This is an optimization exercise on Yosys and OpenROAD, whose aim is a short achievable clock period and few clock cycles, not a production implementation. RTL that was checked went through simulation tests only; none was proved equivalent to the original. No functional check of the RTL was part of runs 1 to 3.

## design.v

```verilog
module top_module (
    input clk,
    input rst,
    output [18:0] imem_addr,
    input  [18:0] imem_rdata,
    output [8:0]  dmem_addr,
    input  [18:0] dmem_rdata,
    output [18:0] dmem_wdata,
    output        dmem_we,
    output        halt
);
    reg [18:0] pc;                  
    reg [18:0] ir;                  
    reg [18:0] ir_pc1;              
    reg        d_valid;
    reg        e_valid;             
    reg        e_wr;                
    reg [3:0]  e_rd;
    reg [4:0]  e_op;
    reg [18:0] e_a, e_b;
    reg        e_slow;              
    reg        e_first;             
    reg [8:0]  da;                  
    reg [18:0] dw;                  
    reg        we;                  
    reg        halt_r;
    reg        dv_busy;
    reg [2:0]  dv_cnt;
    reg [18:0] dv_r;
    reg [19:0] dv_n;
    reg [15:0] dv_q;
    reg [18:0] rf [0:15];
    assign imem_addr  = pc;
    assign dmem_addr  = da;
    assign dmem_wdata = dw;
    assign dmem_we    = we;
    assign halt       = halt_r;
    wire [4:0] op  = ir[18:14];
    wire [3:0] rs1 = ir[13:10];
    wire [3:0] rs2 = ir[9:6];
    wire [3:0] rd  = ir[5:2];
    wire [5:0] imm = ir[5:0];
    wire d_alu  = (op <= 5'd9);
    wire d_ld   = (op == 5'd10);
    wire d_st   = (op == 5'd11);
    wire d_beq  = (op == 5'd12);
    wire d_bne  = (op == 5'd13);
    wire d_jmp  = (op == 5'd14) | (op == 5'd15);
    wire d_halt = (op == 5'd31);
    wire d_br   = d_beq | d_bne;
    wire d_wr   = d_alu | d_ld;
    wire [3:0] d_dst = d_ld ? rs2 : rd;
    wire d_slow = (op == 5'd2) | (op == 5'd3) | d_ld;
    wire [18:0] x_add = e_a + e_b;
    wire [18:0] x_sub = e_a - e_b;
    wire [18:0] x_inc = e_a + 19'd1;
    wire [18:0] x_dec = e_a - 19'd1;
    reg  [18:0] e_fast;             
    always @(*) begin
        case (e_op)
            5'd0: e_fast = x_add;
            5'd1: e_fast = x_sub;
            5'd4: e_fast = x_inc;
            5'd5: e_fast = x_dec;
            5'd6: e_fast = e_a & e_b;
            5'd7: e_fast = e_a | e_b;
            5'd8: e_fast = e_a ^ e_b;
            default: e_fast = ~e_a;
        endcase
    end
    wire [18:0] x_mul = e_a * e_b;
    wire [22:0] bm [1:15];
    genvar gk;
    generate
        for (gk = 1; gk < 16; gk = gk + 1) begin : g_mult
            assign bm[gk] = e_b * gk;
        end
    endgenerate
    function [3:0] therm;
        input [15:1] t;
        begin
            therm[3] = t[8];
            therm[2] = t[8] ? t[12] : t[4];
            therm[1] = t[8] ? (t[12] ? t[14] : t[10]) : (t[4] ? t[6] : t[2]);
            therm[0] = t[8] ? (t[12] ? (t[14] ? t[15] : t[13]) : (t[10] ? t[11] : t[9]))
                            : (t[4] ? (t[6] ? t[7] : t[5]) : (t[2] ? t[3] : t[1]));
        end
    endfunction
    wire [15:1] ge_f;
    generate
        for (gk = 1; gk < 16; gk = gk + 1) begin : g_fast
            assign ge_f[gk] = ({4'd0, e_a} >= bm[gk]);
        end
    endgenerate
    wire [3:0] q_fast = therm(ge_f);
    wire b_zero  = (e_b == 19'd0);
    wire dv_big  = !b_zero && ({4'd0, e_a[18:4]} >= {4'd0, e_b});    
    reg  [22:0] dbm [1:15];
    wire [22:0] dv_x = {dv_r, dv_n[19:16]};
    wire [15:1] ge_e;
    wire [22:0] dif [0:15];
    assign dif[0] = dv_x;
    generate
        for (gk = 1; gk < 16; gk = gk + 1) begin : g_eng
            assign dif[gk]  = dv_x - dbm[gk];
            assign ge_e[gk] = (dv_x >= dbm[gk]);
        end
    endgenerate
    wire [3:0] q_eng = therm(ge_e);
    wire [18:0] r_eng = dif[q_eng][18:0];
    wire e_div   = (e_op == 5'd3);
    wire dv_start = e_valid && e_div && e_first && dv_big;
    wire dv_last  = dv_busy && (dv_cnt == 3'd1);
    wire e_hold   = dv_start || (dv_busy && !dv_last);    
    reg [18:0] e_result;
    always @(*) begin
        case (e_op)
            5'd2:  e_result = x_mul;
            5'd3:  e_result = dv_busy ? {dv_q[14:0], q_eng} : (b_zero ? 19'd0 : {15'd0, q_fast});
            5'd10: e_result = dmem_rdata;
            default: e_result = e_fast;
        endcase
    end
    wire e_match1 = e_valid && e_wr && (e_rd == rs1);
    wire e_match2 = e_valid && e_wr && (e_rd == rs2);
    wire [18:0] rf1 = rf[rs1];
    wire [18:0] rf2 = rf[rs2];
    wire hz = e_valid && e_wr && e_slow &&
              (((d_ld | d_st | d_br) && (e_rd == rs1)) || (d_br && (e_rd == rs2)));
    wire [18:0] v1 = e_match1 ? e_fast : rf1;
    wire [18:0] v2 = e_match2 ? e_fast : rf2;
    wire [18:0] l1 = e_match1 ? e_result : rf1;
    wire [18:0] l2 = e_match2 ? e_result : rf2;
    wire stall   = d_valid && (hz || e_hold);
    wire go      = d_valid && !stall && !halt_r;
    wire taken   = go && ((d_beq && (v1 == v2)) || (d_bne && (v1 != v2)) || d_jmp);
    wire [18:0] target = d_jmp ? {5'd0, ir[13:0]} : (ir_pc1 + {{13{imm[5]}}, imm});
    wire [8:0]  ea = v1[8:0] + {3'd0, imm};
    wire d_stop  = go && d_halt;
    integer i;
    always @(posedge clk or posedge rst) begin
        if (rst) begin
            for (i = 0; i < 16; i = i + 1) rf[i] <= 19'd0;
        end else if (e_valid && e_wr && !e_hold) begin
            rf[e_rd] <= e_result;
        end
    end
    always @(posedge clk or posedge rst) begin
        if (rst) begin
            pc      <= 19'd0;
            d_valid <= 1'b0;
            halt_r  <= 1'b0;
        end else if (halt_r || d_stop) begin
            halt_r  <= 1'b1;
            d_valid <= 1'b0;
        end else if (taken) begin
            pc      <= target;
            d_valid <= 1'b0;
        end else if (!stall) begin
            pc      <= pc + 19'd1;
            d_valid <= 1'b1;
        end
    end
    always @(posedge clk) begin
        if (!stall) begin
            ir     <= imem_rdata;
            ir_pc1 <= pc + 19'd1;
        end
    end
    always @(posedge clk or posedge rst) begin
        if (rst) begin
            e_valid <= 1'b0;
            e_wr    <= 1'b0;
            we      <= 1'b0;
            e_first <= 1'b0;
        end else if (e_hold) begin
            e_first <= 1'b0;
        end else begin
            e_valid <= go;
            e_wr    <= go && d_wr;
            we      <= go && d_st;
            e_first <= 1'b1;
        end
    end
    always @(posedge clk) begin
        if (!e_hold) begin
            e_rd   <= d_dst;
            e_op   <= op;
            e_slow <= d_slow;
            e_a    <= l1;
            e_b    <= l2;
            da     <= ea;
            dw     <= l2;
        end
    end
    always @(posedge clk or posedge rst) begin
        if (rst) begin
            dv_busy <= 1'b0;
            dv_cnt  <= 3'd0;
        end else if (dv_start) begin
            dv_busy <= 1'b1;
            dv_cnt  <= 3'd5;
        end else if (dv_busy) begin
            dv_busy <= !dv_last;
            dv_cnt  <= dv_cnt - 3'd1;
        end
    end
    always @(posedge clk) begin
        if (dv_start) begin
            dv_r <= 19'd0;
            dv_n <= {1'b0, e_a};
            dv_q <= 16'd0;
            for (i = 1; i < 16; i = i + 1) dbm[i] <= bm[i];
        end else if (dv_busy) begin
            dv_r <= r_eng;
            dv_n <= {dv_n[15:0], 4'd0};
            dv_q <= {dv_q[11:0], q_eng};
        end
    end
endmodule
```

## run.sh

```bash
#!/bin/bash
# synth_recipe.tcl (not shown) runs the flow's synth.tcl, then flattens the netlist and writes it again
# the make line also repeats each setting of config.mk as NAME=value (left out here)
make -C /OpenROAD-flow-scripts/flow DESIGN_CONFIG=/design/flow/config.mk WORK_HOME=/design/flow/orfs CLKGATE_MAP_FILE= SYNTH_SCRIPT=/design/flow/synth_recipe.tcl finish
```

## config.mk

```make
export PLATFORM = sky130hd
export DESIGN_NAME = top_module
export DESIGN_NICKNAME = top_module
export VERILOG_FILES = /design/flow/design.v
export SDC_FILE = /design/flow/constraint.sdc
export NUM_CORES = 4
export LEC_CHECK = 0
export CAP_MARGIN = 20
export CORE_MARGIN = 2
export CORE_UTILIZATION = 40
export SLEW_MARGIN = 20
```

## constraint.sdc

```tcl
create_clock -name core_clock -period 38.5 [get_ports {clk}]
set_input_delay 7.7000 -clock core_clock [delete_from_list [all_inputs] [get_ports {clk}]]
set_output_delay 7.7000 -clock core_clock [all_outputs]
set_load 0.01 [all_outputs]
```

==> results.txt, run 1 <==
- The flow ran to the end and the layout has no timing, DRC or antenna violations.
- For this block, the initial DRC count from the detailed router was 6,564.
- Between clock sinks in the finished design, the worst skew comes to 0.0628 ns.
- Across the run, the number of max-cap violations was 0.
- After detailed routing, the average wire length per cell comes to 28.4 um.
- The first global-routing pass estimated 404 mm of wire.
- From bottom edge to top edge, the die measures 411 um.
- The path type of the worst setup path is flip-flop to output port.
- The data arrival time at the worst-slack endpoint is 2.27 ns.
- Compared with the post-synthesis result, the final layout area differs by 10.1%.
- The overall track demand over capacity in global routing is 0.324.
- The worst pin sits at a relative slew slack of 0.131.
- The die covers 169,000 sq um.
- CTS saw 641 sinks.
- The post-cts hold buffer count is 0.
- Clock-pin slew was measured on the worst setup and hold paths at 0.06 ns.
- The post-synthesis compound-gate area fraction came to 0.209.
- After synthesis, the share of cell area in mux cells is 0.0408.
- The average vias per placed instance is 6.21.
- Adding up every negative setup slack in the final design gives 0 ns.
- After synthesis the netlist holds a flip-flop and latch count of 641.
- After synthesis, the mean cell area works out to 8.85 sq um.
- In the final layout, flip-flops and latches occupy 17,200 sq um.
- The number of flops mapped to enable cells by yosys is 273.
- Yosys printed 3 warnings.
- The tree is rooted in a clkbuf_16.
- For the pin with the worst max-slew slack, the measured transition is 1.30 ns.
- The row count is 149.
- Once detailed placement completed, the half-perimeter wirelength came to 204 mm.
- TritonCTS created 81 clock buffers.
- In this run the cell area of the synthesized design comes to 66,200 sq um.
- TritonCTS built the clock tree.
- The detailed router placed 60,800 vias in this run.
- The number of antenna violations at the first check in global routing was 14.
- STA puts the critical path data required time at 30.80 ns.
- For this run, the register share of the synthesized area comes to 0.260.
- Of the total synthesized cell area, the portion taken by AND, OR, NAND and NOR gates is 0.141.
- Input and output buffers added on the ports amount to 88.
- The arithmetic-cell share of the synthesized area counting full adders, half adders and majority gates is 0.251.
- The routed design has 278 mm of wire.
- The type of destination of the critical path is an output port.
- The maximum number of pins on one net before global-route repair is 149.
- In the synthesized netlist the async set-or-reset flop fraction comes to 0.520.
- The die is 411 um wide.
- The setup fix buffers added after clock tree synthesis is 0.
- Synthesis produced a netlist whose cell count is 7,487.
- The first detailed-routing pass took 9 iterations.
- After detailed routing, the number of remaining DRC violations is 0.
- The layout net count is 8,770.
- In this run the worst path has a maximum fanout of 31.
- The total congestion overflow is 0.
- The total count of hold-check failures in the final report is 0.
- The clock network latency to the later pin of the worst-skew pair is 0.73 ns.
- Dividing the final minimum period by the clock period gives 0.259.
- The detail route stage leaves a number of antenna-violating nets equal to 0.
- The share of layout cells above drive strength 1 is 0.0709.
- The final-report max-slew violation count is 0.
- The clock tree synthesis step divided the H-tree into 3 levels.
- In this run the count of I/O pins placed on the die edge is 89.
- The count of endpoints failing setup in the final report is 0.
- In this run, post-CTS repair resized a total of 0 instances.
- The XOR/XNOR share of the synthesized area is 0.0362.
- The kind of launch point of the worst setup path is a flip-flop.
- The via count of the first global-routing pass was 59,800.
- The minimum clock period is 9.97 ns.
- The core area is 165,000 sq um.
- The clock passes through at most 3 buffers.
- The initial standard-cell utilization of the core is 0.402.
- Synthesis produced a netlist with a net count of 8,722.
- The multi-input combinational cells in the finished layout cover a total of 45,000 sq um.
- Timing would allow up to 0.100 GHz.
- The leading register cell type out of synthesis is dfrtp_1.
- The final estimated routing congestion in global placement is 1.00.
- Synthesis instantiated 100 different standard cells from the library.
- In this run the worst hold path is classified as flip-flop to flip-flop.
- The number of fill cells in the layout is 16,100.
- Setup repair after global routing left no endpoint under its margin.
- By area, the combinational part of the netlist is dominated by adder cells.
-- stage by stage --
| stage | hold slack (ns) | setup slack [ns] | util | instances | instance area, sq um |
|---|---|---|---|---|---|
| 2_1_floorplan | 0.424 | 21.58 | - | 7487 | 66200 |
| 3_3_place_gp | 0.467 | 28.06 | 0.426 | 9639 | 70200 |
| 4_1_cts | 0.490 | 28.52 | 0.443 | 9785 | 72900 |
| 6_report | 0.492 | 28.53 | 0.443 | 9794 | 72900 |
| 5_1_grt | 0.519 | 28.51 | 0.443 | 9789 | 72900 |
| 3_5_place_dp | 0.473 | 28.06 | 0.426 | 9639 | 70200 |
-- cell usage after synthesis (28+ instances only) --
cell type  number  area share
nand2_1       655       0.037
a22oi_1        91       0.010
fa_1          220       0.067
o21ai_0       556       0.042
buf_2          36      0.0027
and3_1         66      0.0062
nor3_1        107      0.0081
mux2_2        111       0.019
or3_1          34      0.0032
dfrtp_1       333        0.13
nand3_1       135       0.010
a21boi_0       34      0.0039
clkbuf_1      235       0.013
ha_1          975        0.18
o21a_1         79      0.0090
a211oi_1       49      0.0056
nand4_1        83      0.0078
a31oi_1        55      0.0052
a32oi_1        28      0.0037
nand2b_1       89      0.0084
a221oi_1       43      0.0057
edfxtp_1      273        0.12
nor2b_1       115       0.011
o22ai_1        47      0.0044
nor2_1        456       0.026
mux2i_1       127       0.019
o21bai_1       32      0.0036
a21o_1        208       0.024
buf_1          35      0.0020
a21oi_1       447       0.034
xor2_1         99       0.013
o211ai_1       50      0.0057
and2_1         42      0.0040
inv_1         771       0.044
dfxtp_1        35       0.011
xnor2_1       172       0.023
-- registers in the layout, summed over array words and instances, names as in the netlist, 3 cells and up --
register	flops
pc	19
dbm	159
dv_q	15
dv_n	20
e_rd	4
ir	19
ir_pc1	19
e_b	19
da	9
dv_r	19
e_a	19
e_op	5
dv_cnt	3
rf	304
-- worst paths after layout --
| kind | from | endpoint | slack (ns) | cells past startpoint |
|---|---|---|---|---|
| max | e_b[3] | dmem_wdata[3] | 28.53 | 2 |
| min | rf[1][14] | rf[1][14] | 0.49 | 2 |
| max reg2reg | dbm[3][0] | dv_r[16] | 29.22 | 32 |
| min reg2reg | rf[1][14] | rf[1][14] | 0.49 | 2 |
| max in group asynchronous | rst | dv_busy | 29.37 | 3 |
| min in group asynchronous | rst | rf[13][9] | 7.57 | 2 |
-- cell families (layout without fill, tap and decap cells) --
group                    Yosys count  count (layout)
AO/OA/AOI/OAI                   2099            2099
XOR/XNOR                         272             272
adder cells (fa/ha/maj)         1195            1195
buffers and inverters           1089            1200
flip-flops                       641             641
multiplexers                     246             246
other                              0               7
AND/OR/NAND/NOR                 1945            1945
-- metal layers --
layer	GRT usage	vias up	wire [um]
met5	0	-	34
met4	0.227	6	22800
met3	0.0714	919	24600
met2	0.514	3049	124000
met1	0.389	29700	106000
li1	-	27100	-
-- layout make-up --
cell class                 count  area share
antenna                        7    0.000240
clock buffer                 108      0.0311
clock inverter                38     0.00576
inverter                     778      0.0401
multi-input combinational   5757       0.617
sequential                   641       0.236
tap                         2189      0.0375
timing repair buffer         276      0.0320
-- layout by cell type, fill, tap and decap left out, types with 183 or more instances in the layout --
cell type and instances:
a21oi_1 445, dfrtp_1 332, inv_1 769, buf_4 183, fa_1 220, nand2_1 646
o21ai_0 554, nor2_1 454, ha_1 975, a21o_1 208, edfxtp_1 273
-- worst max-delay path: stages, from the launching register on --
cell and delay, ns:
edfxtp_1 0.34, buf_4 0.52, clkdlybuf4s50_1 0.66
==> run 2, diff against run 1 <==
--- a/design.v
+++ b/design.v
@@ -25,4 +25,8 @@
     reg        we;                  
     reg        halt_r;
+    reg [18:0] ldr;                 
+    reg [3:0]  w_rd;
+    reg        w_valid;             
+    reg        e_lda, e_ldb;        
     reg        dv_busy;
     reg [2:0]  dv_cnt;
@@ -52,8 +56,10 @@
     wire [3:0] d_dst = d_ld ? rs2 : rd;
     wire d_slow = (op == 5'd2) | (op == 5'd3) | d_ld;
-    wire [18:0] x_add = e_a + e_b;
-    wire [18:0] x_sub = e_a - e_b;
-    wire [18:0] x_inc = e_a + 19'd1;
-    wire [18:0] x_dec = e_a - 19'd1;
+    wire [18:0] ea_v = e_lda ? ldr : e_a;
+    wire [18:0] eb_v = e_ldb ? ldr : e_b;
+    wire [18:0] x_add = ea_v + eb_v;
+    wire [18:0] x_sub = ea_v - eb_v;
+    wire [18:0] x_inc = ea_v + 19'd1;
+    wire [18:0] x_dec = ea_v - 19'd1;
     reg  [18:0] e_fast;             
     always @(*) begin
@@ -63,16 +69,16 @@
             5'd4: e_fast = x_inc;
             5'd5: e_fast = x_dec;
-            5'd6: e_fast = e_a & e_b;
-            5'd7: e_fast = e_a | e_b;
-            5'd8: e_fast = e_a ^ e_b;
-            default: e_fast = ~e_a;
+            5'd6: e_fast = ea_v & eb_v;
+            5'd7: e_fast = ea_v | eb_v;
+            5'd8: e_fast = ea_v ^ eb_v;
+            default: e_fast = ~ea_v;
         endcase
     end
-    wire [18:0] x_mul = e_a * e_b;
+    wire [18:0] x_mul = ea_v * eb_v;
     wire [22:0] bm [1:15];
     genvar gk;
     generate
         for (gk = 1; gk < 16; gk = gk + 1) begin : g_mult
-            assign bm[gk] = e_b * gk;
+            assign bm[gk] = eb_v * gk;
         end
     endgenerate
@@ -90,10 +96,10 @@
     generate
         for (gk = 1; gk < 16; gk = gk + 1) begin : g_fast
-            assign ge_f[gk] = ({4'd0, e_a} >= bm[gk]);
+            assign ge_f[gk] = ({4'd0, ea_v} >= bm[gk]);
         end
     endgenerate
     wire [3:0] q_fast = therm(ge_f);
-    wire b_zero  = (e_b == 19'd0);
-    wire dv_big  = !b_zero && ({4'd0, e_a[18:4]} >= {4'd0, e_b});    
+    wire b_zero  = (eb_v == 19'd0);
+    wire dv_big  = !b_zero && ({4'd0, ea_v[18:4]} >= {4'd0, eb_v});    
     reg  [22:0] dbm [1:15];
     wire [22:0] dv_x = {dv_r, dv_n[19:16]};
@@ -118,5 +124,4 @@
             5'd2:  e_result = x_mul;
             5'd3:  e_result = dv_busy ? {dv_q[14:0], q_eng} : (b_zero ? 19'd0 : {15'd0, q_fast});
-            5'd10: e_result = dmem_rdata;
             default: e_result = e_fast;
         endcase
@@ -127,9 +132,14 @@
     wire [18:0] rf2 = rf[rs2];
     wire hz = e_valid && e_wr && e_slow &&
-              (((d_ld | d_st | d_br) && (e_rd == rs1)) || (d_br && (e_rd == rs2)));
-    wire [18:0] v1 = e_match1 ? e_fast : rf1;
-    wire [18:0] v2 = e_match2 ? e_fast : rf2;
-    wire [18:0] l1 = e_match1 ? e_result : rf1;
-    wire [18:0] l2 = e_match2 ? e_result : rf2;
+              (((d_ld | d_st | d_br) && (e_rd == rs1)) || ((d_br | (d_st & e_ld)) && (e_rd == rs2)));
+    wire w_match1 = w_valid && (w_rd == rs1);
+    wire w_match2 = w_valid && (w_rd == rs2);
+    wire [18:0] r1 = w_match1 ? ldr : rf1;
+    wire [18:0] r2 = w_match2 ? ldr : rf2;
+    wire [18:0] v1 = e_match1 ? e_fast : r1;
+    wire [18:0] v2 = e_match2 ? e_fast : r2;
+    wire e_ld    = e_valid && (e_op == 5'd10);
+    wire [18:0] l1 = e_match1 ? e_result : r1;
+    wire [18:0] l2 = e_match2 ? e_result : r2;
     wire stall   = d_valid && (hz || e_hold);
     wire go      = d_valid && !stall && !halt_r;
@@ -142,7 +152,21 @@
         if (rst) begin
             for (i = 0; i < 16; i = i + 1) rf[i] <= 19'd0;
-        end else if (e_valid && e_wr && !e_hold) begin
-            rf[e_rd] <= e_result;
-        end
+        end else begin
+            for (i = 0; i < 16; i = i + 1)
+                if (e_valid && e_wr && !e_ld && !e_hold && e_rd == i)
+                    rf[i] <= e_result;
+                else if (w_valid && w_rd == i)
+                    rf[i] <= ldr;
+        end
+    end
+    always @(posedge clk or posedge rst) begin
+        if (rst)
+            w_valid <= 1'b0;
+        else
+            w_valid <= e_ld;
+    end
+    always @(posedge clk) begin
+        ldr  <= dmem_rdata;
+        w_rd <= e_rd;
     end
     always @(posedge clk or posedge rst) begin
@@ -190,7 +214,10 @@
             e_a    <= l1;
             e_b    <= l2;
+            e_lda  <= e_match1 && e_ld;
+            e_ldb  <= e_match2 && e_ld;
             da     <= ea;
+        end
+        if (!e_hold && d_st)
             dw     <= l2;
-        end
     end
     always @(posedge clk or posedge rst) begin
@@ -209,5 +236,5 @@
         if (dv_start) begin
             dv_r <= 19'd0;
-            dv_n <= {1'b0, e_a};
+            dv_n <= {1'b0, ea_v};
             dv_q <= 16'd0;
             for (i = 1; i < 16; i = i + 1) dbm[i] <= bm[i];
--- a/config.mk
+++ b/config.mk
@@ -6,4 +6,5 @@
 export NUM_CORES = 4
 export LEC_CHECK = 0
+export ABC_CLOCK_PERIOD_IN_PS = 8000
 export CAP_MARGIN = 20
 export CORE_MARGIN = 2
==> run 2 against run 1 <==
  * Worst hold slack about the same
  * Highest routed layer unchanged
  * Critical endpoint is now e_b[0]
  * Via count up 11%
  * Critical path type is now flip-flop to flip-flop
  * Final cell count up 8.3%
==> results.txt, run 2 <==
- In the post-route analysis, the smallest setup slack over all paths is 28.90 ns.
- Setup repair after global routing left no endpoint under its margin.
- Across the run, the number of max-cap violations was 0.
- In the layout the commonest cells are ha_1 (974), inv_1 (757), nand2_1 (611).
- In the routed design, unresolved DRC markers number 0.
- The highest metal layer with signal wires is met5.
- The number of levels the H-tree was split into is 3.
- The core area is 179,000 sq um.
- The clock input transition at the sequential cells of the worst setup and hold paths is 0.06 ns.
- The average vias per placed instance is 6.35.
- Routability-driven placement finished with a final weighted congestion of 1.02.
- The setup TNS is 0 ns.
- The largest registers in the layout are rf: 304 flops, dbm: 159 flops, dv_n: 20 flops.
- The worst min-delay path class is flip-flop to flip-flop.
- The worst setup path is launched from a flip-flop.
- The flow ran to the end and the layout has no timing, DRC or antenna violations.
- From synthesis to final layout, the design area changed by 9.83%.
- The synthesized cell area is 72,200 sq um.
- The die covers 184,000 sq um.
- The number of flops mapped to enable cells by yosys is 294.
- The most critical setup path has its startpoint at e_ldb.
- The number of distinct library cells after synthesis is 115.
- The post-placement setup slack is 27.86 ns.
- The horizontal die dimension is 429 um.
- The count of endpoints failing setup in the final report is 0.
- Hold repair after CTS inserted 0 buffers.
- The die extent in y is 429 um.
- The slowest cell on the critical path is o21ai_0.
- The synthesized net count is 9,389.
- The path type of the worst setup path is flip-flop to flip-flop.
- The number of cells on the worst reg-to-reg path is 32.
- The wire length per cell is 28.8 um.
- Counting both buffers and inverters, the worst setup path holds a total of 6.
- The startpoint of the most critical register-to-register path is e_ldb.
- The largest total area in the synthesized netlist belongs to ha_1.
- The clock network latency to the later pin of the worst-skew pair is 0.73 ns.
- The peak fanout along the critical path is 26.
- The root buffer selected by CTS is clkbuf_16.
- The via count of the first global-routing pass is 63,500.
- For flop-to-flop paths, the worst setup slack is 28.90 ns.
- After the first detailed-routing iteration, the DRC count stood at 8,593.
- The number of optimization iterations in the first detailed-route pass is 7.
- STA puts the critical path data required time at 38.91 ns.
- In this run the remaining antenna-violating nets after routing total 0.
- Based on the critical path, the design can be clocked at up to 0.104 GHz.
- The share of flip-flops with an asynchronous set or reset is 0.487.
- In the final design database the tool counted 9,409 nets.
- The number of antenna violations at the first check in global routing is 10.
- By area the synthesized netlist is led by ha_1 (17%), edfxtp_1 (12%), dfrtp_1 (12%).
- The sequential element share of the synthesized area is 0.254.
- Among cell families on the critical path, the largest total delay comes from compound AO/OA/AOI/OAI gates.
- Counting instances in the post-synthesis netlist gives the leading cell types as ha_1 (974), inv_1 (759), nor2_1 (613).
- The worst hold path begins at dv_n[15].
- The total congestion overflow is 0.
- The detailed-route wire length is 306 mm.
- The most common cell after layout, fill and taps aside is ha_1.
- Between clock sinks in the finished design, the worst skew comes to 0.0461 ns.
- The TritonCTS clock tree is done.
- The share of synthesized area in the top cell type comes to 0.169.
- The leading register cell type out of synthesis is dfrtp_1.
- The total number of clock tree sinks is 686.
- Counting the fill cells in the layout gives 17,400.
- The share of the clock period used by the worst path is 0.249.
- The register with the most flip-flops in the layout has 304 of them.
- The path length in cells of the critical path is 32.
- Of the cells placed in the final design, the portion with a size suffix greater than 1 is 0.0893.
- The overall track demand over capacity in global routing is 0.321.
- The maximum buffer depth of the clock tree is 3.
- The first-pass GRT wire length is 439 mm.
- Counting stages on the worst path, the most repeated cell is o21ai_0.
- In this run, synthesis produced a sequential element count of 686.
- Counting the buffers created by CTS gives 84.
- The detailed router placed 67,300 vias in this run.
- The port buffer count is 88.
- At the worst endpoint, the arrival time is 10.01 ns.
- The number of instances in the synthesized netlist is 8,155.
- The depth of the worst hold-timing path is 2.
- The maximum number of pins on one net before global-route repair is 148.
- The Yosys step of the flow raised 3 warnings.
- rf holds more flip-flops than any other register.
- For this run, the slowest stage of the critical path takes 0.67 ns.
- The final-report max-slew violation count is 0.
- The hold path endpoint is dv_n[19].
- The most frequent cell after synthesis is ha_1.
- STA classifies the critical path endpoint as a flip-flop.
- Measured against its own limit, the worst slew margin works out to 0.122.
- The total I/O pin count is 89.
- The setup fix buffers added after clock tree synthesis is 0.
- The routed design uses 123 mm of met2 wire.
- After legalization and detailed placement, the total HPWL measured 225 mm.
- The post-cts resize count is 0.
- For this configuration, the core starts out at a cell density of 0.404.
- The minimum clock period is 9.60 ns.
- After detailed routing, the met3 layer carries 38.7 mm of wire.
- The minimum hold slack is 0.492 ns.
- Each instance of the synthesized netlist takes up on average 8.85 sq um.
- The slew at the pin closest to its max-slew limit is 1.32 ns.
- The floorplan has 155 rows.
- The total count of hold-check failures in the final report came to 0.
- The worst register-to-register path ends at e_b[0].
- The met1 routed wirelength after detailed routing is 129 mm.
-- run 2: final cells by class --
class                      instances  area [sq um]  area share
multi-input combinational       6302         49500       0.625
sequential                       686         18300       0.231
tap                             2355          2950      0.0372
inverter                         772          2910      0.0366
timing repair buffer             329          2740      0.0345
clock buffer                     107          2270      0.0286
clock inverter                    48           541     0.00682
antenna                            9          22.5    0.000284
-- run 2: kinds of logic after synthesis --
group / synth area share
AOI/OAI and AO/OA: 0.203
xor gates and xnor gates: 0.0356
adders and majority gates: 0.230
buffers and inverters: 0.0641
DFF: 0.254
muxes: 0.0728
and+or+nand+nor: 0.141
-- run 2: worst max-delay path by stage --
| stage | endpoint | slack, ns |
|---|---|---|
| detailed placement | rf[1][18] | 27.86 |
| CTS | rf[13][11] | 28.63 |
| floorplan | d_valid | 21.55 |
| global placement | rf[9][5] | 27.88 |
| global route | e_b[0] | 28.60 |
| finish | e_b[0] | 28.90 |
-- run 2: worst reg2reg max path: cells and delay by family (launching register included) --
family	cells	cell delay, ns
and+or+nand+nor	10	1.97
buffers and inverters	6	1.81
muxes	1	0.16
DFF	1	0.41
adders and majority gates	4	1.67
AOI/OAI and AO/OA	10	2.99
xor gates and xnor gates	1	0.30
-- run 2: layer usage --
layer  vias to the layer above  global-route usage
met5                         -             0.00911
met3                       789              0.0959
met4                        10               0.126
met2                      4150               0.456
met1                     32800               0.452
li1                      29600                   -
-- run 2: per-stage QoR --
step,utilization,area (sq um),cells
final,0.444,79300,10600
after global routing,0.443,79300,10600
after CTS,0.443,79200,10600
after detailed placement,0.427,76400,10400
after global placement,0.427,76400,10400
after floorplan,-,72200,8155
==> run 3, diff against run 2 <==
==> flow/run.sh (new file) <==
#!/bin/bash
# The standard layout (the standard.sh, unchanged synthesis), with repair_timing
# asked to leave 29.5 ns of setup slack so that it keeps working on timing.
set -euo pipefail
bash standard.sh SETUP_SLACK_MARGIN=29.5 finish > standard_flow.log 2>&1
==> standard.sh (new file) <==
#!/bin/bash
# synth_recipe.tcl (not shown) runs the flow's synth.tcl, then flattens the netlist and writes it again
# the make line also repeats each setting of config.mk as NAME=value (left out here)
make -C /OpenROAD-flow-scripts/flow DESIGN_CONFIG=/design/flow/config.mk WORK_HOME=/design/flow/orfs CLKGATE_MAP_FILE= SYNTH_SCRIPT=/design/flow/synth_recipe.tcl "${@:-finish}"
removed: run.sh
==> run 3 against run 2 <==
  * Critical endpoint is now dmem_wdata[18]
  * Utilization grew 0.18 points
  * Final cell count grew 0.33%
  * Largest cell class unchanged
  * Synthesized cell count is the same
  * Synthesized area is the same
  * Clock skew grew 0.014 ns
  * Register-to-register slack gained 0.90 ns
  * Critical path depth shrank 31
==> results.txt, run 3 <==
- The clock tree synthesis step divided the H-tree into 3 levels.
- The congestion estimate from routability-driven global placement came to 1.01.
- The total number of clock tree sinks is 686.
- The detailed-route wire length is 309 mm.
- The cell area after placement is 76,500 sq um.
- The die is 429 um wide.
- The floorplan step defined a die boundary enclosing 184,000 sq um.
- The signal on the critical path passes through buf_6.
- The most used flip-flop cell after synthesis is dfrtp_1.
- The slowest cell on the critical path is edfxtp_1.
- For this run, design rule violations remaining after detail routing come to 0.
- STA classifies the critical path endpoint as an output port.
- The TritonCTS clock tree is done.
- The wire length per cell is 29.0 um.
- Including well taps, the total number of placed cells is 10,400.
- The first global-routing pass estimated 443 mm of wire.
- The number of flip-flops under the largest register name is 304.
- The peak fanout along the critical path is 1.
- The row count is 155.
- The initial standard-cell utilization of the core is 0.404.
- The core area is 179,000 sq um.
- The total number of yosys warnings is 3.
- At the pin with the least slew margin, the transition time is 1.25 ns.
- At the later pin of the worst-skew pair, clock insertion delay measures 0.76 ns.
- Entering global routing, the biggest net connects 149 pins.
- Detailed routing inserted a total of 67,500 vias.
- In the final timing run, aggregate negative setup slack is 0 ns.
- The layout-stage area growth over the synthesis result is 10.3%.
- CTS placed an instance of clkbuf_16 at the clock tree root.
- Across every metal layer, demand over resource in global routing totals 0.324.
- The count of endpoints failing setup in the final report is 0.
- The flow ran to the end and the layout has no timing, DRC or antenna violations.
- For this run, the slowest stage of the critical path takes 0.45 ns.
- In the synthesized netlist, the cells that appear most often are ha_1 (974), inv_1 (759), nor2_1 (613).
- The number of buffers and inverters on the critical path is 1.
- In the routed layout, each cell is associated on average with a via count of 6.34.
- The worst hold path belongs to the class flip-flop to flip-flop.
- The setup path with the least slack is of type flip-flop to output port.
- In this run the deepest clock path goes through 3 buffers.
- The flip-flop and latch count after synthesis is 686.
- The finished layout holds 10,600 standard cells, fillers aside.
- In the layout the commonest cells are ha_1 (974), inv_1 (756), nand2_1 (610).
- After clock tree synthesis, the flow added hold-fix buffers numbering 0.
- The half-perimeter wire length after detailed placement is 226 mm.
- In this run, the number of DRC markers left after iteration 0 of detailed routing was 7,954.
- After synthesis, the mean cell area works out to 8.85 sq um.
- Across the run, the number of max-cap violations was 0.
- The number of flops mapped to enable cells by yosys is 294.
- The family with the most delay on the worst path is flip-flops.
- Setup repair after global routing could not meet its margin everywhere.
- Of the synthesized area, sequential elements account for 0.254.
- The register bank with the most flops is rf.
- The total congestion overflow is 0.
- At the worst endpoint, the required time is 30.80 ns.
- The largest registers in the layout are rf: 304 flops, dbm: 159 flops, dv_n: 20 flops.
- The worst setup path is launched from a flip-flop.
- The clock input transition at the sequential cells of the worst setup and hold paths is 0.06 ns.
- The most frequent cell after synthesis is ha_1.
- The library cell used most frequently in the layout, excluding fill and tap cells, is ha_1.
- Of all cell types, the one taking the most synthesized area is ha_1.
- Summing every instance area after synthesis gives 72,200 sq um.
- Counting the buffers created by CTS gives 84.
- Dividing the final minimum period by the clock period gives 0.236.
- The layout net count is 9,440.
- The setup skew after layout is 0.0598 ns.
- The synthesized net count is 9,389.
- The total I/O pin count is 89.
- Static timing analysis puts the maximum clock frequency at 0.110 GHz.
- Buffers placed on the I/O ports in this run total 88.
- The share of layout cells above drive strength 1 is 0.102.
- The die extent in y is 429 um.
- The final-report max-slew violation count was 0.
- The first detailed-routing pass took 7 iterations.
- By area the synthesized netlist is led by ha_1 (17%), edfxtp_1 (12%), dfrtp_1 (12%).
- The netlist uses 115 different library cells.
- In this run the remaining antenna-violating nets after routing total 0.
- The via count of the first global-routing pass is 64,500.
- Synthesis produced a netlist whose cell count is 8,155.
- The share of flip-flops with an asynchronous set or reset is 0.487.
- At the worst endpoint, the arrival time is 1.37 ns.
- Of the post-synthesis cell area, the dominant cell type holds 0.169.
- The worst pin sits at a relative slew slack of 0.164.
- The minimum clock period is 9.07 ns.
- The total count of hold-check failures in the final report was 0.
- The number of antenna violations at the first check in global routing is 18.
- The area of all placed cells without fillers is 79,600 sq um.
==> run 3: through the flow <==
| stage | hold WS (ns) | util | setup slack (ns) |
|---|---|---|---|
| floorplan | 0.346 | - | 26.34 |
| global placement | 0.473 | 0.428 | 28.56 |
| detailed placement | 0.484 | 0.428 | 28.52 |
| CTS | 0.497 | 0.444 | 29.33 |
| global route | 0.526 | 0.445 | 29.44 |
| finish | 0.492 | 0.445 | 29.43 |
==> run 3: final timing paths <==
check / start / endpoint / slack, ns / cells after the start
worst max-delay path: dw[18] / dmem_wdata[18] / 29.43 / 1
worst min-delay path: dv_n[15] / dv_n[19] / 0.49 / 2
worst max register to register: e_ldb / e_b[0] / 29.80 / 23
worst min register to register: dv_n[15] / dv_n[19] / 0.49 / 2
max in group asynchronous: rst / rf[10][12] / 29.78 / 4
min in group asynchronous: rst / rf[12][16] / 7.52 / 3
==> run 3: cell families after synthesis <==
family,count (synthesis),share of synthesized area
AOI/OAI and AO/OA,2201,0.203
adders and majority gates,1194,0.230
xor gates and xnor gates,290,0.0356
and+or+nand+nor,2125,0.141
muxes,492,0.0728
DFF,686,0.254
buffers and inverters,1167,0.0641
==> run 3: layer usage <==
| metal | track usage | up-vias | routed length [um] |
|---|---|---|---|
| met1 | 0.452 | 33100 | 131000 |
| met4 | 0.135 | 16 | 14300 |
| li1 | - | 29600 | - |
| met2 | 0.464 | 3989 | 125000 |
| met3 | 0.0960 | 784 | 38100 |
| met5 | 0 | - | 104 |
==> run 3: what timing repair did <==
action / in CTS / in global routing
resized for setup: 220 / 17
gates cloned: 0 / 1
buffers inserted: 18 / 8
pin swaps: 0 / 1
setup endpoints to repair: 204 / 239
==> run 3: area by class of cell <==
cell class,instances,area (sq um)
repair buffers,360,2840
flip-flops and latches,686,18400
diodes,10,25.0
inverters,772,2910
well taps,2355,2950
clock inverters,44,578
clock buffers,114,2410
fillers,17400,99200
multi-input cells,6302,49600
==> run 3: worst min-delay path: cells and delay by family (launching register included) <==
family           cells  cell delay [ns]
DFF                  1             0.33
and+or+nand+nor      1             0.07
muxes                1             0.06
==> run 4, diff against run 3 <==
--- a/design.v
+++ b/design.v
@@ -11,4 +11,5 @@
 );
     reg [18:0] pc;                  
+    reg [18:0] pc_o;                
     reg [18:0] ir;                  
     reg [18:0] ir_pc1;              
@@ -28,5 +29,4 @@
     reg [3:0]  w_rd;
     reg        w_valid;             
-    reg        e_lda, e_ldb;        
     reg        dv_busy;
     reg [2:0]  dv_cnt;
@@ -35,5 +35,6 @@
     reg [15:0] dv_q;
     reg [18:0] rf [0:15];
-    assign imem_addr  = pc;
+    reg [15:0] rf_ok;
+    assign imem_addr  = pc_o;
     assign dmem_addr  = da;
     assign dmem_wdata = dw;
@@ -56,6 +57,6 @@
     wire [3:0] d_dst = d_ld ? rs2 : rd;
     wire d_slow = (op == 5'd2) | (op == 5'd3) | d_ld;
-    wire [18:0] ea_v = e_lda ? ldr : e_a;
-    wire [18:0] eb_v = e_ldb ? ldr : e_b;
+    wire [18:0] ea_v = e_a;
+    wire [18:0] eb_v = e_b;
     wire [18:0] x_add = ea_v + eb_v;
     wire [18:0] x_sub = ea_v - eb_v;
@@ -101,5 +102,9 @@
     wire [3:0] q_fast = therm(ge_f);
     wire b_zero  = (eb_v == 19'd0);
-    wire dv_big  = !b_zero && ({4'd0, ea_v[18:4]} >= {4'd0, eb_v});    
+    wire big1 = !b_zero && (ea_v[18:4]  >= eb_v);
+    wire big2 = !b_zero && (ea_v[18:8]  >= eb_v);
+    wire big3 = !b_zero && (ea_v[18:12] >= eb_v);
+    wire big4 = !b_zero && (ea_v[18:16] >= eb_v);
+    wire dv_big  = big1;
     reg  [22:0] dbm [1:15];
     wire [22:0] dv_x = {dv_r, dv_n[19:16]};
@@ -129,6 +134,6 @@
     wire e_match1 = e_valid && e_wr && (e_rd == rs1);
     wire e_match2 = e_valid && e_wr && (e_rd == rs2);
-    wire [18:0] rf1 = rf[rs1];
-    wire [18:0] rf2 = rf[rs2];
+    wire [18:0] rf1 = rf_ok[rs1] ? rf[rs1] : 19'd0;
+    wire [18:0] rf2 = rf_ok[rs2] ? rf[rs2] : 19'd0;
     wire hz = e_valid && e_wr && e_slow &&
               (((d_ld | d_st | d_br) && (e_rd == rs1)) || ((d_br | (d_st & e_ld)) && (e_rd == rs2)));
@@ -142,21 +147,36 @@
     wire [18:0] l1 = e_match1 ? e_result : r1;
     wire [18:0] l2 = e_match2 ? e_result : r2;
+    wire ld1 = e_match1 && e_ld;
+    wire ld2 = e_match2 && e_ld;
     wire stall   = d_valid && (hz || e_hold);
     wire go      = d_valid && !stall && !halt_r;
-    wire taken   = go && ((d_beq && (v1 == v2)) || (d_bne && (v1 != v2)) || d_jmp);
-    wire [18:0] target = d_jmp ? {5'd0, ir[13:0]} : (ir_pc1 + {{13{imm[5]}}, imm});
+    wire cond    = (d_beq && (v1 == v2)) || (d_bne && (v1 != v2));
+    wire taken   = go && d_br && cond;
+    wire [18:0] target = ir_pc1 + {{13{imm[5]}}, imm};
+    wire [18:0] fi    = imem_rdata;
+    wire [18:0] pc1   = pc + 19'd1;
+    wire f_jmp  = (fi[18:15] == 4'b0111);
+    wire accept = !halt_r && !d_stop && !taken && !stall;
+    wire [18:0] pc_base = (halt_r || d_stop) ? pc : taken ? target : stall ? pc : pc1;
+    wire [18:0] pc_next = (accept && f_jmp) ? {5'd0, fi[13:0]} : pc_base;
     wire [8:0]  ea = v1[8:0] + {3'd0, imm};
     wire d_stop  = go && d_halt;
     integer i;
-    always @(posedge clk or posedge rst) begin
-        if (rst) begin
-            for (i = 0; i < 16; i = i + 1) rf[i] <= 19'd0;
+    wire rf_we = e_valid && e_wr && !e_ld && !e_hold;
+    always @(posedge clk or posedge rst) begin
+        if (rst) begin
+            rf_ok <= 16'd0;
         end else begin
             for (i = 0; i < 16; i = i + 1)
-                if (e_valid && e_wr && !e_ld && !e_hold && e_rd == i)
-                    rf[i] <= e_result;
-                else if (w_valid && w_rd == i)
-                    rf[i] <= ldr;
-        end
+                if ((rf_we && e_rd == i) || (w_valid && w_rd == i))
+                    rf_ok[i] <= 1'b1;
+        end
+    end
+    always @(posedge clk) begin
+        for (i = 0; i < 16; i = i + 1)
+            if (rf_we && e_rd == i)
+                rf[i] <= e_result;
+            else if (w_valid && w_rd == i)
+                rf[i] <= ldr;
     end
     always @(posedge clk or posedge rst) begin
@@ -175,21 +195,24 @@
             d_valid <= 1'b0;
             halt_r  <= 1'b0;
-        end else if (halt_r || d_stop) begin
-            halt_r  <= 1'b1;
-            d_valid <= 1'b0;
-        end else if (taken) begin
-            pc      <= target;
-            d_valid <= 1'b0;
-        end else if (!stall) begin
-            pc      <= pc + 19'd1;
-            d_valid <= 1'b1;
+        end else begin
+            pc <= pc_next;
+            if (halt_r || d_stop) begin
+                halt_r  <= 1'b1;
+                d_valid <= 1'b0;
+            end else if (taken) begin
+                d_valid <= 1'b0;
+            end else if (!stall) begin
+                d_valid <= 1'b1;
+            end
         end
     end
     always @(posedge clk) begin
         if (!stall) begin
-            ir     <= imem_rdata;
-            ir_pc1 <= pc + 19'd1;
-        end
-    end
+            ir      <= fi;
+            ir_pc1  <= pc1;
+        end
+    end
+    always @(posedge clk)
+        pc_o <= rst ? 19'd0 : pc_next;
     always @(posedge clk or posedge rst) begin
         if (rst) begin
@@ -212,12 +235,9 @@
             e_op   <= op;
             e_slow <= d_slow;
-            e_a    <= l1;
-            e_b    <= l2;
-            e_lda  <= e_match1 && e_ld;
-            e_ldb  <= e_match2 && e_ld;
-            da     <= ea;
-        end
-        if (!e_hold && d_st)
-            dw     <= l2;
+            e_a    <= ld1 ? dmem_rdata : l1;
+            e_b    <= ld2 ? dmem_rdata : l2;
+        end
+        da <= ea;
+        dw <= l2;
     end
     always @(posedge clk or posedge rst) begin
@@ -227,5 +247,5 @@
         end else if (dv_start) begin
             dv_busy <= 1'b1;
-            dv_cnt  <= 3'd5;
+            dv_cnt  <= big4 ? 3'd5 : big3 ? 3'd4 : big2 ? 3'd3 : 3'd2;
         end else if (dv_busy) begin
             dv_busy <= !dv_last;
@@ -235,7 +255,18 @@
     always @(posedge clk) begin
         if (dv_start) begin
-            dv_r <= 19'd0;
-            dv_n <= {1'b0, ea_v};
             dv_q <= 16'd0;
+            if (big4) begin
+                dv_r <= 19'd0;
+                dv_n <= {1'b0, ea_v};
+            end else if (big3) begin
+                dv_r <= {16'd0, ea_v[18:16]};
+                dv_n <= {ea_v[15:0], 4'd0};
+            end else if (big2) begin
+                dv_r <= {12'd0, ea_v[18:12]};
+                dv_n <= {ea_v[11:0], 8'd0};
+            end else begin
+                dv_r <= {8'd0, ea_v[18:8]};
+                dv_n <= {ea_v[7:0], 12'd0};
+            end
             for (i = 1; i < 16; i = i + 1) dbm[i] <= bm[i];
         end else if (dv_busy) begin
==> flow/run.sh (replaced) <==
#!/bin/bash
# The standard layout (the standard.sh, unchanged synthesis), with repair_timing
# asked to leave 30.0 ns of setup slack so that it keeps working on timing.
set -euo pipefail
bash standard.sh SETUP_SLACK_MARGIN=30.0 finish > standard_flow.log 2>&1
--- a/config.mk
+++ b/config.mk
@@ -6,7 +6,6 @@
 export NUM_CORES = 4
 export LEC_CHECK = 0
-export ABC_CLOCK_PERIOD_IN_PS = 8000
-export CAP_MARGIN = 20
+export CAP_MARGIN = 40
 export CORE_MARGIN = 2
 export CORE_UTILIZATION = 40
-export SLEW_MARGIN = 20
+export SLEW_MARGIN = 40
==> run 4 against run 3 <==
  * Utilization rose by 0.15 points
  * Count of clock-buffer cells in the layout up 7
  * Largest cell class unchanged
  * Sequential share of layout area is 2.7 points higher
  * Still clean
  * Via count fell by 0.65%
  * Critical path depth unchanged
  * Synthesized area down 0.37%
==> results.txt, run 4 <==
- The end of the worst register-to-register path is pc_o[0].
- The total I/O pin count is 89.
- The startpoint identified for the worst hold timing path is e_wr.
- The finished cells cover 79,800 sq um.
- The detailed-route wire length is 325 mm.
- The register with the most flip-flops in the layout has 304 of them.
- The total count of hold-check failures in the final report came to 0.
- By area the synthesized netlist is led by edfxtp_1 (25%), ha_1 (18%), fa_1 (6.1%).
- In this run the worst path has a maximum fanout of 2.
- At the pin with the least slew margin, the transition time is 0.981 ns.
- Of the cells placed in the final design, the portion with a size suffix greater than 1 is 0.0973.
- For this run, the number of Yosys warnings is 3.
- The synthesized netlist occupies a cell area of 71,900 sq um.
- The floorplan has 155 rows.
- The initial standard-cell utilization of the core is 0.403.
- In the finished design, the share of the clock period the worst path needs comes to 0.233.
- For the worst setup path, the data required time is 30.80 ns.
- Data arrives at the worst endpoint at 1.28 ns.
- The register-to-register path setup slack is 30.50 ns.
- Along the worst hold path, the cell count comes to 2.
- The leading register cell type out of synthesis is edfxtp_1.
- After clock tree synthesis, the clock-pin slew on the worst setup and hold paths is 0.06 ns.
- The horizontal die dimension is 428 um.
- The number of antenna violations at the first check in global routing is 15.
- The path with the worst hold slack has its endpoint at e_wr.
- The clock network latency to the later pin of the worst-skew pair is 0.78 ns.
- The number of fill cells in the layout is 17,300.
- The number of design rule violations left after detail routing is 0.
- The headroom to the max-slew limit is 0.342.
- The worst register-to-register path has a depth of 26.
- The port buffer count is 88.
- The via total after detailed routing is 67,000.
- The average vias per placed instance is 6.40.
- The worst path meets setup with 29.52 ns of slack.
- Synthesis produced a netlist with a net count of 9,240.
- In the post-synthesis netlist, the cell with the most instances is ha_1.
- The slowest cell on the critical path is dfrtp_1.
- The total clock buffers created by CTS is 86.
- The number of buffers and inverters on the critical path is 1.
- In the final layout, the multi-input gates occupy 47,400 sq um.
- The type of destination of the critical path is an output port.
- Wire segments on met3 add up to 35.9 mm in the final route.
- The most area-hungry cell type in the Yosys netlist is edfxtp_1.
- The register bank with the most flops is rf.
- No sink is reached through more buffers than the 3 on the longest clock path.
- The final-report max-slew violation count is 0.
- Ranked by instance count, the synthesized netlist is headed by ha_1 (1,007), inv_1 (790), nand2_1 (749).
- The number of flops mapped to enable cells by yosys is 588.
- The path type of the worst setup path is flip-flop to output port.
- In the final layout, the registers with the most flip-flops are rf: 304 flops, dbm: 159 flops, dv_n: 20 flops.
- Entering global routing, the biggest net connects 71 pins.
- The half-perimeter wire length after detailed placement is 237 mm.
- The flow ran to the end and the layout has no timing, DRC or antenna violations.
- In this run the worst hold path is classified as flip-flop to flip-flop.
- Across the run, the number of max-cap violations was 0.
- The number of optimization iterations in the first detailed-route pass is 9.
- The H-tree was split into 3 levels.
- For this run, the slowest stage of the critical path takes 0.40 ns.
- The total congestion overflow is 0.
- Of the synthesized area, sequential elements account for 0.285.
- The total met2 wirelength after detailed routing is 139 mm.
- The tree is rooted in a clkbuf_16.
- The kind of launch point of the worst setup path is a flip-flop.
- The post-route core utilization is 0.447.
- After technology mapping, the gate count stands at 7,973.
- The core area is 179,000 sq um.
- The die extent in y is 428 um.
- TritonCTS built the clock tree.
- The startpoint of the most critical register-to-register path is e_b[9].
- The via count of the first global-routing pass is 64,200.
- The most common cell after layout, fill and taps aside is ha_1.
- The share of synthesized area in the top cell type comes to 0.245.
- The die outline area is 183,000 sq um.
- Across the whole layout, storage elements account for 20,600 sq um.
- The number of distinct library cells after synthesis is 98.
- The family with the most delay on the worst path is flip-flops.
- Compared with the post-synthesis result, the final layout area differs by 10.9%.
- After detailed routing, the average wire length per cell comes to 31.0 um.
- The first-iteration detailed-routing DRC count is 8,897.
- The final estimated routing congestion in global placement is 1.04.
- The share of flip-flops with an asynchronous set or reset is 0.0640.
- The number of nets with antenna violations after routing is 0.
- The overall track demand over capacity in global routing is 0.343.
- The minimum clock period is 8.98 ns.
- Walking the worst path, the cells encountered are buf_6.
- The flip-flop and latch count after synthesis is 719.
- The placed instances occupy a cell area of 76,500 sq um.
- The library cells used most frequently in the layout, excluding fill and tap cells, are ha_1 (1,007), inv_1 (784), nand2_1 (739).
- The first-pass GRT wire length is 460 mm.
- The post-placement setup slack is 28.46 ns.
- Tracing the worst setup path back leads to its startpoint at halt_r.
- Setup repair after global routing could not meet its margin everywhere.
- The clock arrives with 0.0455 ns of skew.
- In this run the mean area of a mapped cell was 9.02 sq um.
- The count of endpoints failing setup in the final report is 0.
- The setup TNS is 0 ns.
- In the final routing, the length of wire on met1 measures 125 mm.
- The total number of clock tree sinks is 719.
- The post-cts hold buffer count is 0.
- The highest metal layer with signal wires is met5.
- For this run, the top clock speed supported by timing is 0.111 GHz.
- The layout net count is 9,302.
==> run 4: changes by cell type after synthesis, sizes merged, moves of 29 or more <==
cell | previous run | this run
mux2 | 225 | 74
a22oi | 117 | 87
dfrtp | 334 | 46
ha | 974 | 1007
edfxtp | 294 | 588
a21oi | 517 | 434
nand2 | 611 | 749
inv | 763 | 792
o22ai | 64 | 32
mux2i | 263 | 113
nor2 | 616 | 452
o21ai | 499 | 621
a222oi | 4 | 44
==> run 4: logic make-up after synthesis <==
group           after synthesis  synth area share
compound gates             2260             0.209
simple gates               2062             0.136
mux                         200            0.0314
flops                       719             0.285
xor+xnor                    319            0.0390
fa+ha+maj                  1227             0.236
buf+inv                    1186            0.0631
==> run 4: cell type report <==
class | count | share of cell area
tap | 2355 | 0.0369
antenna | 8 | 0.000251
clock inverter | 40 | 0.00591
inverter | 799 | 0.0377
timing repair buffer | 359 | 0.0363
sequential | 719 | 0.258
multi-input combinational | 6070 | 0.594
clock buffer | 121 | 0.0312
==> run 4: stage by stage <==
step	hold slack [ns]	std cells
after floorplan	0.346	7973
after CTS	0.483	10400
after global placement	0.464	10300
after detailed placement	0.473	10300
after global routing	0.503	10500
final	0.487	10500
==> run 4: worst max-delay path by stage <==
stage / end / slack (ns) / cells past startpoint
global placement: pc_o[12] / 28.43 / 8
floorplan: pc_o[0] / 29.50 / 3
detailed placement: pc_o[12] / 28.46 / 8
global route: halt / 29.50 / 1
CTS: halt / 29.49 / 1
finish: halt / 29.52 / 1
==> run 4: layer usage <==
metal  GRT usage  vias to the layer above
met5           0                        -
met4       0.216                       16
met3      0.0860                     1141
met2       0.523                     4192
met1       0.434                    32600
li1            -                    29100
==> run 4: repair_timing <==
item                       CTS  global route
setup buffers                4            14
resized for setup          258            47
pin swaps                    4             7
setup endpoints to repair   85            78
cloned                       0             2
Testbench counts of run 4, summed over its fixed seeds: cycles 59,443.
==> run 5, diff against run 4 <==
--- a/config.mk
+++ b/config.mk
@@ -9,3 +9,5 @@
 export CORE_MARGIN = 2
 export CORE_UTILIZATION = 40
+export CTS_CLUSTER_DIAMETER = 100
+export CTS_CLUSTER_SIZE = 20
 export SLEW_MARGIN = 40
==> run 5 against run 4 <==
  * Sequential share of layout area grew 0.48 points
  * Routed wire length shrank 0.74%
  * Utilization shrank 0.82 points
  * Fmax grew 0.38%
  * Non-clock buffer count shrank 1
  * Flip-flop and latch count is the same
  * Worst hold slack gained 0.0058 ns
  * Count of clock-buffer cells in the layout shrank 51
  * Critical path type unchanged
==> results.txt, run 5 <==
- The flow ran to the end and the layout has no timing, DRC or antenna violations.
- The number of buffers and inverters on the critical path is 1.
- The setup TNS is 0 ns.
- The largest registers in the layout are rf: 304 flops, dbm: 159 flops, dv_n: 20 flops.
- The most frequent cell after synthesis is ha_1.
- The register-to-register path setup slack is 30.36 ns.
- Counting I/O delays and the setup requirement, the final critical path takes 8.95 ns.
- Clock tree synthesis selected as its root buffer the cell clkbuf_16.
- Summed over all layers, the routed wires come to 322 mm.
- The leading register cell type out of synthesis is edfxtp_1.
- The final-report max-slew violation count is 0.
- The layout net count is 9,262.
- The startpoint of the tightest hold check path is dv_q[3].
- The via total after detailed routing is 66,400.
- The total count of hold-check failures in the final report is 0.
- In this design, the largest share of critical-path delay is due to flip-flops.
- In the post-synthesis netlist, the biggest area contributors are edfxtp_1 (25%), ha_1 (18%), fa_1 (6.1%).
- The clock network latency to the later pin of the worst-skew pair is 0.75 ns.
- In this run the deepest clock path goes through 3 buffers.
- The path type of the worst setup path is flip-flop to output port.
- The number of instances in the synthesized netlist is 7,973.
- The number of optimization iterations in the first detailed-route pass is 6.
- Setup violations remaining at the end of the flow were counted as 0.
- The mean instance size in the synthesized netlist is 9.02 sq um.
- Once layout is complete, the utilization of the core stands at 0.439.
- In the final layout, the share of cells above drive strength 1 is 0.0889.
- The number of levels the H-tree was split into is 2.
- The maximum number of pins on one net before global-route repair is 71.
- In this run the number of cells on the critical path is 1.
- The data arrival time at the worst-slack endpoint is 1.25 ns.
- The number of design rule violations left after detail routing is 0.
- Leaving out fill and tap cells, the most frequent cells in the layout are ha_1 (1,007), inv_1 (784), nand2_1 (739).
- The slowest cell on the critical path is dfrtp_1.
- In this run the critical register-to-register path is launched from e_b[9].
- The share of the synthesized area in the top cell type is 0.245.
- For this run, the total global-route usage over all layers was measured as 0.340.
- The synthesized cell area is 71,900 sq um.
- Compared with the post-synthesis result, the final layout area differs by 8.91%.
- After synthesis, the most frequently instantiated cells are ha_1 (1,007), inv_1 (790), nand2_1 (749).
- From bottom edge to top edge, the die measures 428 um.
- The tightest hold path in the finished design has a slack of 0.492 ns.
- The number of distinct library cells after synthesis is 98.
- The row count is 155.
- The first global-routing pass estimated 457 mm of wire.
- After the first detailed-routing iteration, the DRC count stood at 8,526.
- Counting instances, the worst hold path has a depth of 2.
- Dividing the detail-routed wire length by the instance count gives 31.0 um.
- In this run the worst path has a maximum fanout of 2.
- The final estimated routing congestion in global placement is 1.04.
- The worst pin sits at a relative slew slack of 0.350.
- STA classifies the critical path endpoint as an output port.
- The via count of the first global-routing pass is 64,000.
- The worst min-delay path class is flip-flop to flip-flop.
- The TritonCTS clock tree is done.
- The delay of the slowest critical-path stage is 0.41 ns.
- The required time of the worst setup path is 30.80 ns.
- The initial standard-cell utilization of the core is 0.403.
- Input and output buffers added on the ports amount to 88.
- Once placement finished, the instance area stood at 76,500 sq um.
- Measured in cells, the most critical reg-to-reg path has a length of 25.
- The achievable clock frequency is 0.112 GHz.
- During synthesis, Yosys emitted a total of 3 warnings.
- The number of nets with antenna violations after routing is 0.
- The core region is 179,000 sq um.
- The half-perimeter wire length after detailed placement is 237 mm.
- For this design the top-level I/O count stands at 89.
- Walking the worst path, the cells encountered are buf_6.
- STA classifies the critical path startpoint as a flip-flop.
- The average vias per placed instance is 6.38.
- The slew at the pin closest to its max-slew limit is 0.970 ns.
- The end of the worst register-to-register path is pc_o[9].
- The most common cell after layout, fill and taps aside is ha_1.
- Setup repair after global routing could not meet its margin everywhere.
- Counting flops and latches in the post-synthesis netlist gives 719.
- Clock-pin slew was measured on the worst setup and hold paths at 0.09 ns.
- The sequential element share of the synthesized area is 0.285.
- The number of nets in the synthesized netlist is 9,240.
- The hold path endpoint is dv_q[3].
- Clock skew on the completed layout was measured at 0.0722 ns.
- The total number of clock tree sinks is 719.
- The area of all placed cells without fillers is 78,300 sq um.
- The total congestion overflow is 0.
- Summed over all instances, the cell type with the most area after synthesis is edfxtp_1.
- The number of flip-flops under the largest register name is 304.
- The number of antenna violations at the first check in global routing came to 11.
- From left edge to right edge, the die measures 428 um.
- The die outline area is 183,000 sq um.
- The share of flip-flops with an asynchronous set or reset is 0.0640.
- The register bank with the most flops is rf.
- The share of the clock period used by the worst path is 0.232.
- The number of flops mapped to enable cells by yosys is 588.
- After clock tree synthesis, the flow added hold-fix buffers numbering 0.
- The tool flagged a number of max-cap violations equal to 0.
- The number of clock buffers added by TritonCTS is 47.
==> run 5: cell counts after synthesis <==
No cell type changed its count.
==> run 5: cell type report <==
class	count	area, sq um
fill	17400	100000
multi-input combinational	6070	47400
sequential	719	20600
inverter	799	3010
tap	2355	2950
timing repair buffer	358	2900
clock buffer	70	1270
clock inverter	15	229
antenna	11	27.5
==> run 5: kinds of logic (layout without fill, tap and decap cells) <==
kind of cell | after synthesis | count (layout) | share of synthesized area
compound gates | 2260 | 2260 | 0.209
simple gates | 2062 | 2063 | 0.136
fa+ha+maj | 1227 | 1227 | 0.236
buf+inv | 1186 | 1242 | 0.0631
flops | 719 | 719 | 0.285
xor+xnor | 319 | 319 | 0.0390
mux | 200 | 201 | 0.0314
other cells | 0 | 11 | 0
==> run 5: routing by layer <==
layer / routed length, um / part of all wire / global-route usage
met5: 51 / 0.00016 / 0
met4: 25300 / 0.078 / 0.221
met1: 124000 / 0.38 / 0.431
met2: 137000 / 0.43 / 0.515
met3: 35800 / 0.11 / 0.0826
==> run 5: per-stage QoR <==
| step | std cells | setup slack, ns |
|---|---|---|
| 2_1_floorplan | 7973 | 29.50 |
| 5_1_grt | 10400 | 29.53 |
| 3_5_place_dp | 10300 | 28.46 |
| 4_1_cts | 10400 | 29.53 |
| 3_3_place_gp | 10300 | 28.43 |
| 6_report | 10400 | 29.55 |
==> run 5: worst max path at each step <==
stage / startpoint / end / slack, ns
finish: we / dmem_we / 29.55
global route: halt_r / halt / 29.53
CTS: we / dmem_we / 29.53
detailed placement: imem_rdata[18] / pc_o[12] / 28.46
global placement: imem_rdata[18] / pc_o[12] / 28.43
floorplan: rst / pc_o[0] / 29.50
==> run 5: repair_timing <==
item                       in CTS  in global routing
buffers inserted                3                 14
resized for setup             266                 42
cloned                          0                  2
setup endpoints to repair      86                 81
pin swaps                       4                  8

-- static timing again, ports no longer ideal --
How much do the figures lean on ideal ports? The routed layouts below were timed once more, with nothing changed but the port constraints. Step 1 (the two cells are an assumption about what drives the block):
set clk [get_ports {clk}]
set_driving_cell -lib_cell sky130_fd_sc_hd__clkbuf_16 $clk
set_driving_cell -lib_cell sky130_fd_sc_hd__buf_2 [delete_from_list [all_inputs] $clk]
Step 2 times the ports against the registers' clock, not the clock port: input delays grow and output delays shrink by t, the midpoint of the rising clock arrivals with the driver on. Slacks: ideal / step 1 / step 2; pairs: ideal / step 1.
| run | shift t [ns] | setup slack, ns | worst register clock-pin slew, ns |
|---|---|---|---|
| run 1 | 0.788 | 28.527 / 28.442 / 27.941 | 0.07 / 0.07 |
| run 2 | 0.804 | 28.900 / 28.856 / 28.394 | 0.08 / 0.08 |
| run 3 | 0.826 | 29.429 / 29.334 / 29.025 | 0.07 / 0.07 |
| run 4 | 0.844 | 29.517 / 29.430 / 29.319 | 0.07 / 0.07 |
| run 5 | 0.796 | 29.552 / 29.467 / 29.286 | 0.10 / 0.10 |
After both steps setup and hold are still met in every run listed. The setup slack of run 1, which loses most, moves by -0.085 ns with the drivers and by -0.586 ns with both steps. The worst setup slack also covers recovery checks on asynchronous resets.
